What follows belongs to an exercise in optimizing a design on an open flow for small area and a short achievable clock period; a production flow would make more cautious choices. RTL that was checked went through simulation tests only; none was proved equivalent to the original. Power figures rest on the tool's default switching activity, not on a simulated workload.

==> v7 <==
==> flow/design.v (excerpt) <==
module alu_design #(parameter OPERAND_WIDTH = 16, parameter CMD_WIDTH = 4)(
	input CLK, RST, MODE, CE, CIN,
	input [CMD_WIDTH-1:0] CMD,
	input [1:0] INP_VALID,
	input [OPERAND_WIDTH-1:0] OPA, OPB,
	output reg ERR, OFLOW, E, G, L,
	output reg COUT,
	output reg [(2*OPERAND_WIDTH)-1:0] RES
);
export LEC_CHECK = 0
export CAP_MARGIN = 20
export CORE_MARGIN = 2
export CORE_UTILIZATION = 40
export SETUP_SLACK_MARGIN = 4.8
export SLEW_MARGIN = 20
export SYNTH_HIERARCHICAL = 1
create_clock -name core_clock -period 8.0 [get_ports {CLK}]
standard.sh (not shown) runs the stock make flow with config.mk's settings and CLKGATE_MAP_FILE= SYNTH_SCRIPT=/design/flow/synth_recipe.tcl, a recipe that flattens the netlist after the stock synthesis.
==> flow/flow/run.sh <==
#!/bin/bash
set -e
cp standard.sh standard_sh.txt
export BUFFER_PORTS_ARGS="-buffer_cell sky130_fd_sc_hd__buf_1"
bash standard.sh > standard.log 2>&1
==> v5 (differences from v7) <==
--- a/flow/design.v
+++ b/flow/design.v
@@ -32,18 +32,20 @@
 			4'd6: in_lt = 4'b0011;    
 			4'd7: in_lt = 4'b0101;    
 			default: in_lt = 4'b0000;
 		endcase
 	end
-	reg [15:0] a, b;
+	reg [15:0] na_r, nb_r;
+	wire [15:0] a = ~na_r;
+	wire [15:0] b = ~nb_r;
 	reg m9;      
 	reg xb, yb, yi, c0, xs;
 	reg sgn;     
 	reg [3:0] rs;   
 	always @(posedge CLK) begin
-		a <= (CMD == 4'd10) ? {OPA[14:0], 1'b0} : OPA;
-		b <= OPB;
+		na_r <= ~((CMD == 4'd10) ? {OPA[14:0], 1'b0} : OPA);
+		nb_r <= ~OPB;
 		m9 <= CMD[0];
 		xb <= CMD == 4'd6 || CMD == 4'd7;
 		yb <= CMD <= 4'd3 || CMD == 4'd11 || CMD == 4'd12;
 		yi <= CMD == 4'd12 || (CMD <= 4'd7 && CMD[0]);
 		c0 <= CMD == 4'd12 || CMD == 4'd1 || CMD == 4'd4 || CMD == 4'd6 ||
@@ -109,12 +111,12 @@
 	wire [31:0] ts, tc, td;
 	wire [15:0] na, nb, pp [0:15];
 	wire [15:0] a9, b9;
 	genvar gi, gj;
 	generate for (gi = 0; gi < 16; gi = gi + 1) begin : g_in
-		mt_inv u_na (.a(a[gi]), .y(na[gi]));
-		mt_inv u_nb (.a(b[gi]), .y(nb[gi]));
+		assign na[gi] = na_r[gi];
+		assign nb[gi] = nb_r[gi];
 		mt_and u_a9 (.a(a[gi]), .b(m9), .y(a9[gi]));
 		mt_and u_b9 (.a(b[gi]), .b(m9), .y(b9[gi]));
 		for (gj = 0; gj < 16; gj = gj + 1) begin : g_pp
 			mt_nor u_pp (.a(na[gi]), .b(nb[gj]), .y(pp[gi][gj]));
 		end
Settings changed: SETUP_SLACK_MARGIN 4.8 to 5.0.
==> v12 (differences from v7) <==
--- a/flow/design.v
+++ b/flow/design.v
@@ -32,18 +32,20 @@
 			4'd6: in_lt = 4'b0011;    
 			4'd7: in_lt = 4'b0101;    
 			default: in_lt = 4'b0000;
 		endcase
 	end
-	reg [15:0] a, b;
+	reg [15:0] na_r, nb_r;
+	wire [15:0] a = ~na_r;
+	wire [15:0] b = ~nb_r;
 	reg m9;      
 	reg xb, yb, yi, c0, xs;
 	reg sgn;     
 	reg [3:0] rs;   
 	always @(posedge CLK) begin
-		a <= (CMD == 4'd10) ? {OPA[14:0], 1'b0} : OPA;
-		b <= OPB;
+		na_r <= ~((CMD == 4'd10) ? {OPA[14:0], 1'b0} : OPA);
+		nb_r <= ~OPB;
 		m9 <= CMD[0];
 		xb <= CMD == 4'd6 || CMD == 4'd7;
 		yb <= CMD <= 4'd3 || CMD == 4'd11 || CMD == 4'd12;
 		yi <= CMD == 4'd12 || (CMD <= 4'd7 && CMD[0]);
 		c0 <= CMD == 4'd12 || CMD == 4'd1 || CMD == 4'd4 || CMD == 4'd6 ||
@@ -109,12 +111,12 @@
 	wire [31:0] ts, tc, td;
 	wire [15:0] na, nb, pp [0:15];
 	wire [15:0] a9, b9;
 	genvar gi, gj;
 	generate for (gi = 0; gi < 16; gi = gi + 1) begin : g_in
-		mt_inv u_na (.a(a[gi]), .y(na[gi]));
-		mt_inv u_nb (.a(b[gi]), .y(nb[gi]));
+		assign na[gi] = na_r[gi];
+		assign nb[gi] = nb_r[gi];
 		mt_and u_a9 (.a(a[gi]), .b(m9), .y(a9[gi]));
 		mt_and u_b9 (.a(b[gi]), .b(m9), .y(b9[gi]));
 		for (gj = 0; gj < 16; gj = gj + 1) begin : g_pp
 			mt_nor u_pp (.a(na[gi]), .b(nb[gj]), .y(pp[gi][gj]));
 		end
Settings changed: CORE_UTILIZATION 40 to 50.
==> v23 (differences from v7) <==
--- a/flow/design.v
+++ b/flow/design.v
@@ -32,18 +32,20 @@
 			4'd6: in_lt = 4'b0011;    
 			4'd7: in_lt = 4'b0101;    
 			default: in_lt = 4'b0000;
 		endcase
 	end
-	reg [15:0] a, b;
+	reg [15:0] na_r, nb_r;
+	wire [15:0] a = ~na_r;
+	wire [15:0] b = ~nb_r;
 	reg m9;      
 	reg xb, yb, yi, c0, xs;
 	reg sgn;     
 	reg [3:0] rs;   
 	always @(posedge CLK) begin
-		a <= (CMD == 4'd10) ? {OPA[14:0], 1'b0} : OPA;
-		b <= OPB;
+		na_r <= ~((CMD == 4'd10) ? {OPA[14:0], 1'b0} : OPA);
+		nb_r <= ~OPB;
 		m9 <= CMD[0];
 		xb <= CMD == 4'd6 || CMD == 4'd7;
 		yb <= CMD <= 4'd3 || CMD == 4'd11 || CMD == 4'd12;
 		yi <= CMD == 4'd12 || (CMD <= 4'd7 && CMD[0]);
 		c0 <= CMD == 4'd12 || CMD == 4'd1 || CMD == 4'd4 || CMD == 4'd6 ||
@@ -109,12 +111,12 @@
 	wire [31:0] ts, tc, td;
 	wire [15:0] na, nb, pp [0:15];
 	wire [15:0] a9, b9;
 	genvar gi, gj;
 	generate for (gi = 0; gi < 16; gi = gi + 1) begin : g_in
-		mt_inv u_na (.a(a[gi]), .y(na[gi]));
-		mt_inv u_nb (.a(b[gi]), .y(nb[gi]));
+		assign na[gi] = na_r[gi];
+		assign nb[gi] = nb_r[gi];
 		mt_and u_a9 (.a(a[gi]), .b(m9), .y(a9[gi]));
 		mt_and u_b9 (.a(b[gi]), .b(m9), .y(b9[gi]));
 		for (gj = 0; gj < 16; gj = gj + 1) begin : g_pp
 			mt_nor u_pp (.a(na[gi]), .b(nb[gj]), .y(pp[gi][gj]));
 		end
Settings changed: SETUP_SLACK_MARGIN 4.8 to 4.7.
==> run notes <==
v23 went through all stages and came out clean. v12 produced a clean layout. v5 ran to the end with no violations. v7 passed the timing, design-rule and antenna checks.
Wire length: v12 < v23 < v7 < v5.
Between v7 and v12, the lower register-to-register slack is in v7 (gap 60 ps).
Against v7, the synthesized cell count of v12 is lower by about 2%.
Against v5, the via count of v12 is smaller by about 3%.
In die area, v23 and v5 do not differ.
Worst setup slack: v23 is lower than v12 (52 ps).
Between v7 and v5, the lower sequential share of layout area is in v5 (gap 0.78 points).
The lowest first-iteration DRC count belongs to v23, the highest to v5.
==> figures <==
Combined area of the multi-input logic cells: v7 13200 um2; v5 13300 um2; v12 12900 um2; v23 12600 um2
Share of synthesized registers carrying an async set or reset: v7 0.323; v5 0.321; v12 0.321; v23 0.321
Worst reg2reg path depth: v7 7; v5 6; v12 7; v23 7
Met2 Resource Use GR: v7 0.406; v5 0.422; v12 0.460; v23 0.387
Pin count of the biggest net entering global routing: v7 76; v5 85; v12 81; v23 85
Final core utilization: v7 0.471; v5 0.498; v12 0.580; v23 0.468
Fin worst setup slack: v7 4730 ps; v5 4810 ps; v12 4790 ps; v23 4740 ps
Post-CTS repair timing setup buffer count: v7 73; v5 110; v12 40; v23 22
Placed standard-cell area: v7 19000 um2; v5 19000 um2; v12 18800 um2; v23 19000 um2
Cell total after placement: v7 2437; v5 2398; v12 2273; v23 2422
Average footprint of a synthesized cell: v7 10.1 um2; v5 10.2 um2; v12 10.2 um2; v23 10.2 um2
Post-layout total power: v7 3.30 mW; v5 3.34 mW; v12 3.24 mW; v23 3.25 mW
Crit path DAT: v7 3520 ps; v5 3390 ps; v12 3390 ps; v23 3470 ps
Aggregate global-route resource usage: v7 0.259; v5 0.275; v12 0.307; v23 0.246
Stages on worst setup path: v7 7; v5 6; v12 7; v23 7
Multi-In Gates: v7 1456; v5 1436; v12 1436; v23 1436
Run status: v7 no timing/DRC/antenna violations; v5 no timing/DRC/antenna violations; v12 no timing/DRC/antenna violations; v23 no timing/DRC/antenna violations


==> run P: inputs <==
alu_design, a different RTL version from the one above (not shown whole).
Settings: LEC_CHECK=0, CAP_MARGIN=20, CORE_MARGIN=2, CORE_UTILIZATION=40, SETUP_SLACK_MARGIN=4.8, SLEW_MARGIN=20, SYNTH_HIERARCHICAL=1; clock period 8.0 ns.
Scripts as last shown in full above: flow/flow/run.sh
==> inputs of run A, as changes to run P <==
--- a/flow/design.v
+++ b/flow/design.v
@@ -17,98 +17,84 @@
 	wire in_cmp = in_v11 && (CMD == 4'd8 || CMD == 4'd11 || CMD == 4'd12);
 	wire in_lok = (in_v11 && CMD <= 4'd13) ||
 	              (in_vA && (CMD == 4'd6 || CMD == 4'd8 || CMD == 4'd9)) ||
 	              (in_vB && (CMD == 4'd7 || CMD == 4'd10 || CMD == 4'd11));
 	wire in_rot_err = in_v11 && (CMD == 4'd12 || CMD == 4'd13) && (|OPB[15:5]);
 	wire in_err = MODE ? !(in_add_ok || in_mul || in_cmp) : (!in_lok || in_rot_err);
-	reg [3:0] in_lt;
-	always @(*) begin
-		case (CMD)
-			4'd0: in_lt = 4'b1000;    
-			4'd1: in_lt = 4'b0111;    
-			4'd2: in_lt = 4'b1110;    
-			4'd3: in_lt = 4'b0001;    
-			4'd4: in_lt = 4'b0110;    
-			4'd5: in_lt = 4'b1001;    
-			4'd6: in_lt = 4'b0011;    
-			4'd7: in_lt = 4'b0101;    
-			default: in_lt = 4'b0000;
-		endcase
-	end
 	reg [15:0] a, b;
-	reg m9;      
+	reg [3:0] cmd;
 	reg xb, yb, yi, c0, xs;
 	reg sgn;     
-	reg [3:0] rs;   
 	always @(posedge CLK) begin
 		a <= (CMD == 4'd10) ? {OPA[14:0], 1'b0} : OPA;
 		b <= OPB;
-		m9 <= CMD[0];
+		cmd <= CMD;
 		xb <= CMD == 4'd6 || CMD == 4'd7;
 		yb <= CMD <= 4'd3 || CMD == 4'd11 || CMD == 4'd12;
 		yi <= CMD == 4'd12 || (CMD <= 4'd7 && CMD[0]);
 		c0 <= CMD == 4'd12 || CMD == 4'd1 || CMD == 4'd4 || CMD == 4'd6 ||
 		      (CMD == 4'd2 && CIN) || (CMD == 4'd3 && !CIN);
 		xs <= CMD == 4'd11 || CMD == 4'd12;
 		sgn <= CMD != 4'd8;
-		rs <= (CMD == 4'd13) ? (4'd0 - OPB[3:0]) : OPB[3:0];
 	end
-	reg c_add, c_mul, c_arith, c_nerr, c_cmp;
-	reg [3:0] ltt;
-	reg l_sra, l_sla, l_srb, l_slb, l_rot;
-	reg c_ofsub, c_ofsv, c_ofk, c_of11v, c_ofidle, c_cout;
+	reg c_add, c_mul, c_arith, c_log, c_nerr, c_cmp;
+	reg c_ofsub, c_of11v, c_of11n, c_of12v, c_of12n, c_ofidle, c_cout;
 	always @(posedge CLK or posedge RST) begin
 		if (RST) begin
-			c_add <= 1'b0; c_mul <= 1'b0; c_arith <= 1'b0;
-			ltt <= 4'b0000;
-			l_sra <= 1'b0; l_sla <= 1'b0; l_srb <= 1'b0; l_slb <= 1'b0; l_rot <= 1'b0;
+			c_add <= 1'b0; c_mul <= 1'b0; c_arith <= 1'b0; c_log <= 1'b0;
 			c_nerr <= 1'b0; c_cmp <= 1'b0;
-			c_ofsub <= 1'b0; c_ofsv <= 1'b0; c_ofk <= 1'b0; c_of11v <= 1'b0;
-			c_ofidle <= 1'b0; c_cout <= 1'b0;
+			c_ofsub <= 1'b0; c_of11v <= 1'b0; c_of11n <= 1'b0;
+			c_of12v <= 1'b0; c_of12n <= 1'b0; c_ofidle <= 1'b0; c_cout <= 1'b0;
 		end else begin
 			c_add   <= CE && MODE && in_add_ok;
 			c_mul   <= CE && MODE && in_mul;
 			c_arith <= CE && MODE;
-			ltt     <= (CE && !MODE && in_lok) ? in_lt : 4'b0000;
-			l_sra   <= CE && !MODE && in_lok && CMD == 4'd8;
-			l_sla   <= CE && !MODE && in_lok && CMD == 4'd9;
-			l_srb   <= CE && !MODE && in_lok && CMD == 4'd10;
-			l_slb   <= CE && !MODE && in_lok && CMD == 4'd11;
-			l_rot   <= CE && !MODE && in_lok && (CMD == 4'd12 || CMD == 4'd13);
+			c_log   <= CE && !MODE && in_lok;
 			c_nerr  <= CE && !in_err;
 			c_cmp   <= CE && MODE && in_cmp;
 			c_ofsub <= CE && MODE && (CMD == 4'd1 || CMD == 4'd3 || CMD == 4'd5 || CMD == 4'd7);
-			c_ofsv  <= CE && MODE && (CMD == 4'd11 || CMD == 4'd12) && in_v11;
-			c_ofk   <= CE && MODE && !in_v11 && OPA[15] &&
-			           ((CMD == 4'd11 && OPB[15]) || (CMD == 4'd12 && !OPB[15]));
 			c_of11v <= CE && MODE && CMD == 4'd11 && in_v11;
+			c_of11n <= CE && MODE && CMD == 4'd11 && !in_v11;
+			c_of12v <= CE && MODE && CMD == 4'd12 && in_v11;
+			c_of12n <= CE && MODE && CMD == 4'd12 && !in_v11;
 			c_ofidle <= CE && MODE && ((CMD == 4'd3 && CIN) || CMD == 4'd5 || CMD == 4'd7);
 			c_cout  <= CE && MODE && in_add_ok &&
 			           (CMD == 4'd0 || CMD == 4'd2 || CMD == 4'd4 || CMD == 4'd6 || CMD == 4'd11);
 		end
 	end
 	wire [15:0] ax = xb ? b : a;
 	wire [15:0] ay = (b & {16{yb}}) ^ {16{yi}};
 	wire xe = xs & ax[15];
 	wire ye = xs ? ay[15] : yi;
 	wire [16:0] sum = {xe, ax} + {ye, ay} + {16'b0, c0};
 	wire eq = a == b;
 	wire lt = {a[15] ^ sgn, a[14:0]} < {b[15] ^ sgn, b[14:0]};
-	wire [15:0] r1, r2, r3, rot;
-	genvar ri;
-	generate for (ri = 0; ri < 16; ri = ri + 1) begin : g_rot
-		mt_muxi u_r1 (.s(rs[0]), .d1(a[(ri + 15) % 16]), .d0(a[ri]), .y(r1[ri]));
-		mt_muxi u_r2 (.s(rs[1]), .d1(r1[(ri + 14) % 16]), .d0(r1[ri]), .y(r2[ri]));
-		mt_muxi u_r3 (.s(rs[2]), .d1(r2[(ri + 12) % 16]), .d0(r2[ri]), .y(r3[ri]));
-		mt_muxi u_r4 (.s(rs[3]), .d1(r3[(ri + 8) % 16]), .d0(r3[ri]), .y(rot[ri]));
-	end endgenerate
-	wire [15:0] lres = (a & b & {16{ltt[3]}}) | (a & ~b & {16{ltt[2]}}) |
-	                   (~a & b & {16{ltt[1]}}) | (~a & ~b & {16{ltt[0]}}) |
-	                   ({1'b0, a[15:1]} & {16{l_sra}}) | ({a[14:0], 1'b0} & {16{l_sla}}) |
-	                   ({1'b0, b[15:1]} & {16{l_srb}}) | ({b[14:0], 1'b0} & {16{l_slb}}) |
-	                   (rot & {16{l_rot}});
+	wire [3:0] rs = cmd[0] ? (4'd0 - b[3:0]) : b[3:0];
+	wire [15:0] r1 = rs[0] ? {a[14:0], a[15]} : a;
+	wire [15:0] r2 = rs[1] ? {r1[13:0], r1[15:14]} : r1;
+	wire [15:0] r3 = rs[2] ? {r2[11:0], r2[15:12]} : r2;
+	wire [15:0] rot = rs[3] ? {r3[7:0], r3[15:8]} : r3;
+	reg [15:0] lres;
+	always @(*) begin
+		case (cmd)
+			4'd0: lres = a & b;
+			4'd1: lres = ~(a & b);
+			4'd2: lres = a | b;
+			4'd3: lres = ~(a | b);
+			4'd4: lres = a ^ b;
+			4'd5: lres = ~(a ^ b);
+			4'd6: lres = ~a;
+			4'd7: lres = ~b;
+			4'd8: lres = a >> 1;
+			4'd9: lres = a << 1;
+			4'd10: lres = b >> 1;
+			4'd11: lres = b << 1;
+			default: lres = rot;
+		endcase
+	end
+	wire m9 = cmd[0];
 	wire [31:0] ts, tc, td;
 	wire [15:0] na, nb, pp [0:15];
 	wire [15:0] a9, b9;
 	genvar gi, gj;
 	generate for (gi = 0; gi < 16; gi = gi + 1) begin : g_in
 		mt_inv u_na (.a(a[gi]), .y(na[gi]));
@@ -116,15 +102,14 @@
 		mt_and u_a9 (.a(a[gi]), .b(m9), .y(a9[gi]));
 		mt_and u_b9 (.a(b[gi]), .b(m9), .y(b9[gi]));
 		for (gj = 0; gj < 16; gj = gj + 1) begin : g_pp
 			mt_nor u_pp (.a(na[gi]), .b(nb[gj]), .y(pp[gi][gj]));
 		end
 	end endgenerate
-	wire [204:0] fs, fc;
+	wire [196:0] fs, fc;
 	wire [28:0] hs, hc;
-	localparam MT_K = 23;
 	mt_ha u_ha0 (.a(a9[11]), .b(b9[11]), .s(hs[0]), .co(hc[0]));
 	mt_fa u_fa0 (.a(a9[12]), .b(b9[12]), .c(pp[0][12]), .s(fs[0]), .co(fc[0]));
 	mt_ha u_ha1 (.a(pp[10][2]), .b(pp[11][1]), .s(hs[1]), .co(hc[1]));
 	mt_fa u_fa1 (.a(a9[13]), .b(b9[13]), .c(pp[0][13]), .s(fs[1]), .co(fc[1]));
 	mt_fa u_fa2 (.a(pp[10][3]), .b(pp[11][2]), .c(pp[12][1]), .s(fs[2]), .co(fc[2]));
 	mt_ha u_ha2 (.a(pp[13][0]), .b(pp[1][12]), .s(hs[2]), .co(hc[2]));
@@ -345,20 +330,12 @@
 	mt_fa u_fa192 (.a(fc[160]), .b(fs[162]), .c(fs[163]), .s(fs[192]), .co(fc[192]));
 	mt_fa u_fa193 (.a(fc[162]), .b(fs[164]), .c(fs[165]), .s(fs[193]), .co(fc[193]));
 	mt_fa u_fa194 (.a(fs[166]), .b(fc[164]), .c(fc[165]), .s(fs[194]), .co(fc[194]));
 	mt_fa u_fa195 (.a(fc[166]), .b(fs[168]), .c(hs[25]), .s(fs[195]), .co(fc[195]));
 	mt_fa u_fa196 (.a(pp[15][13]), .b(hs[26]), .c(fc[168]), .s(fs[196]), .co(fc[196]));
 	mt_ha u_ha28 (.a(pp[14][15]), .b(pp[15][14]), .s(hs[28]), .co(hc[28]));
-	mt_fa u_fa197 (.a(fc[159]), .b(fc[190]), .c(fs[191]), .s(fs[197]), .co(fc[197]));
-	mt_fa u_fa198 (.a(fc[161]), .b(fc[191]), .c(fs[192]), .s(fs[198]), .co(fc[198]));
-	mt_fa u_fa199 (.a(fc[163]), .b(fs[193]), .c(fc[192]), .s(fs[199]), .co(fc[199]));
-	mt_fa u_fa200 (.a(fs[167]), .b(fs[194]), .c(fc[193]), .s(fs[200]), .co(fc[200]));
-	mt_fa u_fa201 (.a(fc[167]), .b(fs[195]), .c(fc[194]), .s(fs[201]), .co(fc[201]));
-	mt_fa u_fa202 (.a(hc[25]), .b(fs[196]), .c(fc[195]), .s(fs[202]), .co(fc[202]));
-	mt_fa u_fa203 (.a(hc[26]), .b(hs[28]), .c(fc[196]), .s(fs[203]), .co(fc[203]));
-	mt_fa u_fa204 (.a(pp[15][15]), .b(hc[28]), .c(fc[203]), .s(fs[204]), .co(fc[204]));
 	assign ts[0] = m9;
 	assign tc[0] = pp[0][0];
 	assign td[0] = hs[27];
 	assign ts[1] = pp[1][0];
 	assign tc[1] = hc[27];
 	assign td[1] = fs[169];
@@ -422,52 +399,51 @@
 	assign ts[21] = fs[157];
 	assign tc[21] = fc[188];
 	assign td[21] = fs[189];
 	assign ts[22] = fc[157];
 	assign tc[22] = fc[189];
 	assign td[22] = fs[190];
-	assign ts[23] = fs[197];
-	assign tc[23] = 1'b0;
-	assign td[23] = 1'b0;
-	assign ts[24] = fs[198];
-	assign tc[24] = fc[197];
-	assign td[24] = 1'b0;
-	assign ts[25] = fs[199];
-	assign tc[25] = fc[198];
-	assign td[25] = 1'b0;
-	assign ts[26] = fs[200];
-	assign tc[26] = fc[199];
-	assign td[26] = 1'b0;
-	assign ts[27] = fs[201];
-	assign tc[27] = fc[200];
-	assign td[27] = 1'b0;
-	assign ts[28] = fs[202];
-	assign tc[28] = fc[201];
-	assign td[28] = 1'b0;
-	assign ts[29] = fs[203];
-	assign tc[29] = fc[202];
-	assign td[29] = 1'b0;
-	assign ts[30] = fs[204];
-	assign tc[30] = 1'b0;
+	assign ts[23] = fc[159];
+	assign tc[23] = fc[190];
+	assign td[23] = fs[191];
+	assign ts[24] = fc[161];
+	assign tc[24] = fc[191];
+	assign td[24] = fs[192];
+	assign ts[25] = fc[163];
+	assign tc[25] = fs[193];
+	assign td[25] = fc[192];
+	assign ts[26] = fs[167];
+	assign tc[26] = fs[194];
+	assign td[26] = fc[193];
+	assign ts[27] = fc[167];
+	assign tc[27] = fs[195];
+	assign td[27] = fc[194];
+	assign ts[28] = hc[25];
+	assign tc[28] = fs[196];
+	assign td[28] = fc[195];
+	assign ts[29] = hc[26];
+	assign tc[29] = hs[28];
+	assign td[29] = fc[196];
+	assign ts[30] = pp[15][15];
+	assign tc[30] = hc[28];
 	assign td[30] = 1'b0;
-	assign ts[31] = fc[204];
+	assign ts[31] = 1'b0;
 	assign tc[31] = 1'b0;
 	assign td[31] = 1'b0;
 	reg [31:0] PS, PC, PD;
 	reg pvalid;
 	wire [31:0] p2s = PS ^ PC ^ PD;
 	wire [31:0] p2c = (PS & PC) | (PS & PD) | (PC & PD);
-	wire [31:0] px = {PS[31:MT_K], p2s[MT_K-1:0]};
-	wire [31:0] py = {PC[31:MT_K+1], p2c[MT_K-1:0], 1'b0};
-	wire [31:0] P = px + py;
+	wire [31:0] P = p2s + {p2c[30:0], 1'b0};
 	wire pv = c_mul & pvalid;
 	wire [31:0] res_n = {{15{pv}} & P[31:17],
 	                     (c_add & sum[16]) | (pv & P[16]),
-	                     ({16{c_add}} & sum[15:0]) | lres | ({16{pv}} & P[15:0])};
+	                     ({16{c_add}} & sum[15:0]) | ({16{c_log}} & lres) | ({16{pv}} & P[15:0])};
 	wire ovf_s = (ax[15] ~^ ay[15]) & (sum[15] ^ ax[15]);
-	wire oflow_n = (c_ofsub & sum[16]) | (c_ofsv & ovf_s) | c_ofk;
+	wire oflow_n = (c_ofsub & sum[16]) | ((c_of11v | c_of12v) & ovf_s) |
+	               (c_of11n & a[15] & b[15]) | (c_of12n & a[15] & ~b[15]);
 	wire oflow_idle_n = c_ofidle | (c_of11v & sum[15]);
 	wire cout_n = c_cout & sum[16];
 	reg oflow_idle;
 	always @(posedge CLK or posedge RST) begin
 		if (RST) begin
 			RES <= 32'd0;
==> inputs of run E, as changes to run P <==
--- a/flow/design.v
+++ b/flow/design.v
@@ -17,66 +17,43 @@
 	wire in_cmp = in_v11 && (CMD == 4'd8 || CMD == 4'd11 || CMD == 4'd12);
 	wire in_lok = (in_v11 && CMD <= 4'd13) ||
 	              (in_vA && (CMD == 4'd6 || CMD == 4'd8 || CMD == 4'd9)) ||
 	              (in_vB && (CMD == 4'd7 || CMD == 4'd10 || CMD == 4'd11));
 	wire in_rot_err = in_v11 && (CMD == 4'd12 || CMD == 4'd13) && (|OPB[15:5]);
 	wire in_err = MODE ? !(in_add_ok || in_mul || in_cmp) : (!in_lok || in_rot_err);
-	reg [3:0] in_lt;
-	always @(*) begin
-		case (CMD)
-			4'd0: in_lt = 4'b1000;    
-			4'd1: in_lt = 4'b0111;    
-			4'd2: in_lt = 4'b1110;    
-			4'd3: in_lt = 4'b0001;    
-			4'd4: in_lt = 4'b0110;    
-			4'd5: in_lt = 4'b1001;    
-			4'd6: in_lt = 4'b0011;    
-			4'd7: in_lt = 4'b0101;    
-			default: in_lt = 4'b0000;
-		endcase
-	end
 	reg [15:0] a, b;
-	reg m9;      
+	reg [3:0] cmd;
 	reg xb, yb, yi, c0, xs;
 	reg sgn;     
 	reg [3:0] rs;   
 	always @(posedge CLK) begin
 		a <= (CMD == 4'd10) ? {OPA[14:0], 1'b0} : OPA;
 		b <= OPB;
-		m9 <= CMD[0];
+		cmd <= CMD;
 		xb <= CMD == 4'd6 || CMD == 4'd7;
 		yb <= CMD <= 4'd3 || CMD == 4'd11 || CMD == 4'd12;
 		yi <= CMD == 4'd12 || (CMD <= 4'd7 && CMD[0]);
 		c0 <= CMD == 4'd12 || CMD == 4'd1 || CMD == 4'd4 || CMD == 4'd6 ||
 		      (CMD == 4'd2 && CIN) || (CMD == 4'd3 && !CIN);
 		xs <= CMD == 4'd11 || CMD == 4'd12;
 		sgn <= CMD != 4'd8;
 		rs <= (CMD == 4'd13) ? (4'd0 - OPB[3:0]) : OPB[3:0];
 	end
-	reg c_add, c_mul, c_arith, c_nerr, c_cmp;
-	reg [3:0] ltt;
-	reg l_sra, l_sla, l_srb, l_slb, l_rot;
+	reg c_add, c_mul, c_arith, c_log, c_nerr, c_cmp;
 	reg c_ofsub, c_ofsv, c_ofk, c_of11v, c_ofidle, c_cout;
 	always @(posedge CLK or posedge RST) begin
 		if (RST) begin
-			c_add <= 1'b0; c_mul <= 1'b0; c_arith <= 1'b0;
-			ltt <= 4'b0000;
-			l_sra <= 1'b0; l_sla <= 1'b0; l_srb <= 1'b0; l_slb <= 1'b0; l_rot <= 1'b0;
+			c_add <= 1'b0; c_mul <= 1'b0; c_arith <= 1'b0; c_log <= 1'b0;
 			c_nerr <= 1'b0; c_cmp <= 1'b0;
 			c_ofsub <= 1'b0; c_ofsv <= 1'b0; c_ofk <= 1'b0; c_of11v <= 1'b0;
 			c_ofidle <= 1'b0; c_cout <= 1'b0;
 		end else begin
 			c_add   <= CE && MODE && in_add_ok;
 			c_mul   <= CE && MODE && in_mul;
 			c_arith <= CE && MODE;
-			ltt     <= (CE && !MODE && in_lok) ? in_lt : 4'b0000;
-			l_sra   <= CE && !MODE && in_lok && CMD == 4'd8;
-			l_sla   <= CE && !MODE && in_lok && CMD == 4'd9;
-			l_srb   <= CE && !MODE && in_lok && CMD == 4'd10;
-			l_slb   <= CE && !MODE && in_lok && CMD == 4'd11;
-			l_rot   <= CE && !MODE && in_lok && (CMD == 4'd12 || CMD == 4'd13);
+			c_log   <= CE && !MODE && in_lok;
 			c_nerr  <= CE && !in_err;
 			c_cmp   <= CE && MODE && in_cmp;
 			c_ofsub <= CE && MODE && (CMD == 4'd1 || CMD == 4'd3 || CMD == 4'd5 || CMD == 4'd7);
 			c_ofsv  <= CE && MODE && (CMD == 4'd11 || CMD == 4'd12) && in_v11;
 			c_ofk   <= CE && MODE && !in_v11 && OPA[15] &&
 			           ((CMD == 4'd11 && OPB[15]) || (CMD == 4'd12 && !OPB[15]));
@@ -98,17 +75,31 @@
 	generate for (ri = 0; ri < 16; ri = ri + 1) begin : g_rot
 		mt_muxi u_r1 (.s(rs[0]), .d1(a[(ri + 15) % 16]), .d0(a[ri]), .y(r1[ri]));
 		mt_muxi u_r2 (.s(rs[1]), .d1(r1[(ri + 14) % 16]), .d0(r1[ri]), .y(r2[ri]));
 		mt_muxi u_r3 (.s(rs[2]), .d1(r2[(ri + 12) % 16]), .d0(r2[ri]), .y(r3[ri]));
 		mt_muxi u_r4 (.s(rs[3]), .d1(r3[(ri + 8) % 16]), .d0(r3[ri]), .y(rot[ri]));
 	end endgenerate
-	wire [15:0] lres = (a & b & {16{ltt[3]}}) | (a & ~b & {16{ltt[2]}}) |
-	                   (~a & b & {16{ltt[1]}}) | (~a & ~b & {16{ltt[0]}}) |
-	                   ({1'b0, a[15:1]} & {16{l_sra}}) | ({a[14:0], 1'b0} & {16{l_sla}}) |
-	                   ({1'b0, b[15:1]} & {16{l_srb}}) | ({b[14:0], 1'b0} & {16{l_slb}}) |
-	                   (rot & {16{l_rot}});
+	reg [15:0] lres;
+	always @(*) begin
+		case (cmd)
+			4'd0: lres = a & b;
+			4'd1: lres = ~(a & b);
+			4'd2: lres = a | b;
+			4'd3: lres = ~(a | b);
+			4'd4: lres = a ^ b;
+			4'd5: lres = ~(a ^ b);
+			4'd6: lres = ~a;
+			4'd7: lres = ~b;
+			4'd8: lres = a >> 1;
+			4'd9: lres = a << 1;
+			4'd10: lres = b >> 1;
+			4'd11: lres = b << 1;
+			default: lres = rot;
+		endcase
+	end
+	wire m9 = cmd[0];
 	wire [31:0] ts, tc, td;
 	wire [15:0] na, nb, pp [0:15];
 	wire [15:0] a9, b9;
 	genvar gi, gj;
 	generate for (gi = 0; gi < 16; gi = gi + 1) begin : g_in
 		mt_inv u_na (.a(a[gi]), .y(na[gi]));
@@ -459,13 +450,13 @@
 	wire [31:0] px = {PS[31:MT_K], p2s[MT_K-1:0]};
 	wire [31:0] py = {PC[31:MT_K+1], p2c[MT_K-1:0], 1'b0};
 	wire [31:0] P = px + py;
 	wire pv = c_mul & pvalid;
 	wire [31:0] res_n = {{15{pv}} & P[31:17],
 	                     (c_add & sum[16]) | (pv & P[16]),
-	                     ({16{c_add}} & sum[15:0]) | lres | ({16{pv}} & P[15:0])};
+	                     ({16{c_add}} & sum[15:0]) | ({16{c_log}} & lres) | ({16{pv}} & P[15:0])};
 	wire ovf_s = (ax[15] ~^ ay[15]) & (sum[15] ^ ax[15]);
 	wire oflow_n = (c_ofsub & sum[16]) | (c_ofsv & ovf_s) | c_ofk;
 	wire oflow_idle_n = c_ofidle | (c_of11v & sum[15]);
 	wire cout_n = c_cout & sum[16];
 	reg oflow_idle;
 	always @(posedge CLK or posedge RST) begin
==> results.toml <==
[drt]
wl_met2_mm = 26.2
drt_wl_total_mm = 54.9

[setup_path]
r2r_end = "RES[15]"
critical_path_depth = 12

[synthesis]
yosys.area_share.simple_pct = 13.4

[clock_network]
postCtsResizedCells = 183

[sta]
setup_ws_ns = 4.50

[die]
dieArea_sq_mm = 0.0455

[run_status]
status = "no timing/DRC/antenna violations"

[finish]
final_layout_size_suffix_gt1_share_pct = 20.7
final_cell_mix = "288 x nor2_1, 184 x fa_1, 135 x ha_1"

[placement]
gp_congestion = 0.891

[power]
p_comb_share_pct = 40.1
That was run P.
==> results.toml <==
[synthesis]
yosys.area_share.simple_pct = 14.2

[setup_path]
critical_path_depth = 9

[placement]
gp_congestion = 0.993

[drt]
drt_wl_total_mm = 61.6
wl_met2_mm = 28.4

[power]
p_comb_share_pct = 41.3

[clock_network]
postCtsResizedCells = 162

[die]
start_util_pct = 40.8

[run_status]
status = "no timing/DRC/antenna violations"

[sta]
setup_ws_ns = 4.73

[finish]
final_cell_mix = "330 x nor2_1, 187 x fa_1, 117 x nand2_1, 117 x ha_1, 111 x buf_4"
That was run E.
==> results.toml <==
[run_status]
status = "no timing/DRC/antenna violations"

[sta]
slew_headroom_pct = 41.1
setup_ws_ns = 4.77
fin_worst_skew_ns = 0.0157
period_share_pct = 40.4

[synthesis]
yosys.area_share.simple_pct = 15.2
synth.distinct_cells = 84

[setup_path]
critical_path_depth = 8
r2r_end = "PD[16]"

[die]
dieArea_sq_mm = 0.0482

[finish]
final_cell_mix = "323 x nor2_1, 206 x fa_1, 121 x nand2_1"
area_growth_pct = 17.4
clkCellAreaFrac_pct = 2.80
final_layout_size_suffix_gt1_share_pct = 17.7

[placement]
gp_congestion = 1.00

[drt]
drc = 0
drt_wl_total_mm = 62.8

[clock_network]
postCtsResizedCells = 160
That was run A.
No functional check of the RTL was part of run P and run E.

## afterwards: timing with drivers on the ports
In the flow no input, the clock included, has a driving cell. The finished layouts below were timed again as built, in two steps. Step 1 assumes that a clkbuf_16 drives the clock port and a buf_2 every other input. Step 2 also shifts input and output timing later by t, the mid clock arrival at the registers, as if the neighbouring blocks saw the same clock. Three values: ideal ports, drivers, drivers and shift; two values: the first two.
run	t, ns	setup WS [ns]	hold WS [ns]	worst setup path after step 2
v7	0.547	4.734 / 4.734 / 4.354	0.409 / 0.409 / 0.409	input to register
v5	0.524	4.809 / 4.809 / 4.591	0.460 / 0.460 / 0.460	input to register
v12	0.508	4.795 / 4.795 / 4.414	0.410 / 0.410 / 0.410	input to register
v23	0.525	4.743 / 4.743 / 4.364	0.447 / 0.447 / 0.447	input to register
run P	0.522	4.499 / 4.499 / 4.411	0.428 / 0.428 / 0.428	input to register
run A	0.523	4.769 / 4.769 / 4.580	0.392 / 0.392 / 0.392	input to register
run E	0.518	4.732 / 4.732 / 4.442	0.397 / 0.397 / 0.397	input to register
After both steps every run listed still meets setup and hold. The setup slack of v12, which loses most, moves by 0.000 ns with the drivers and by -0.381 ns with both steps.
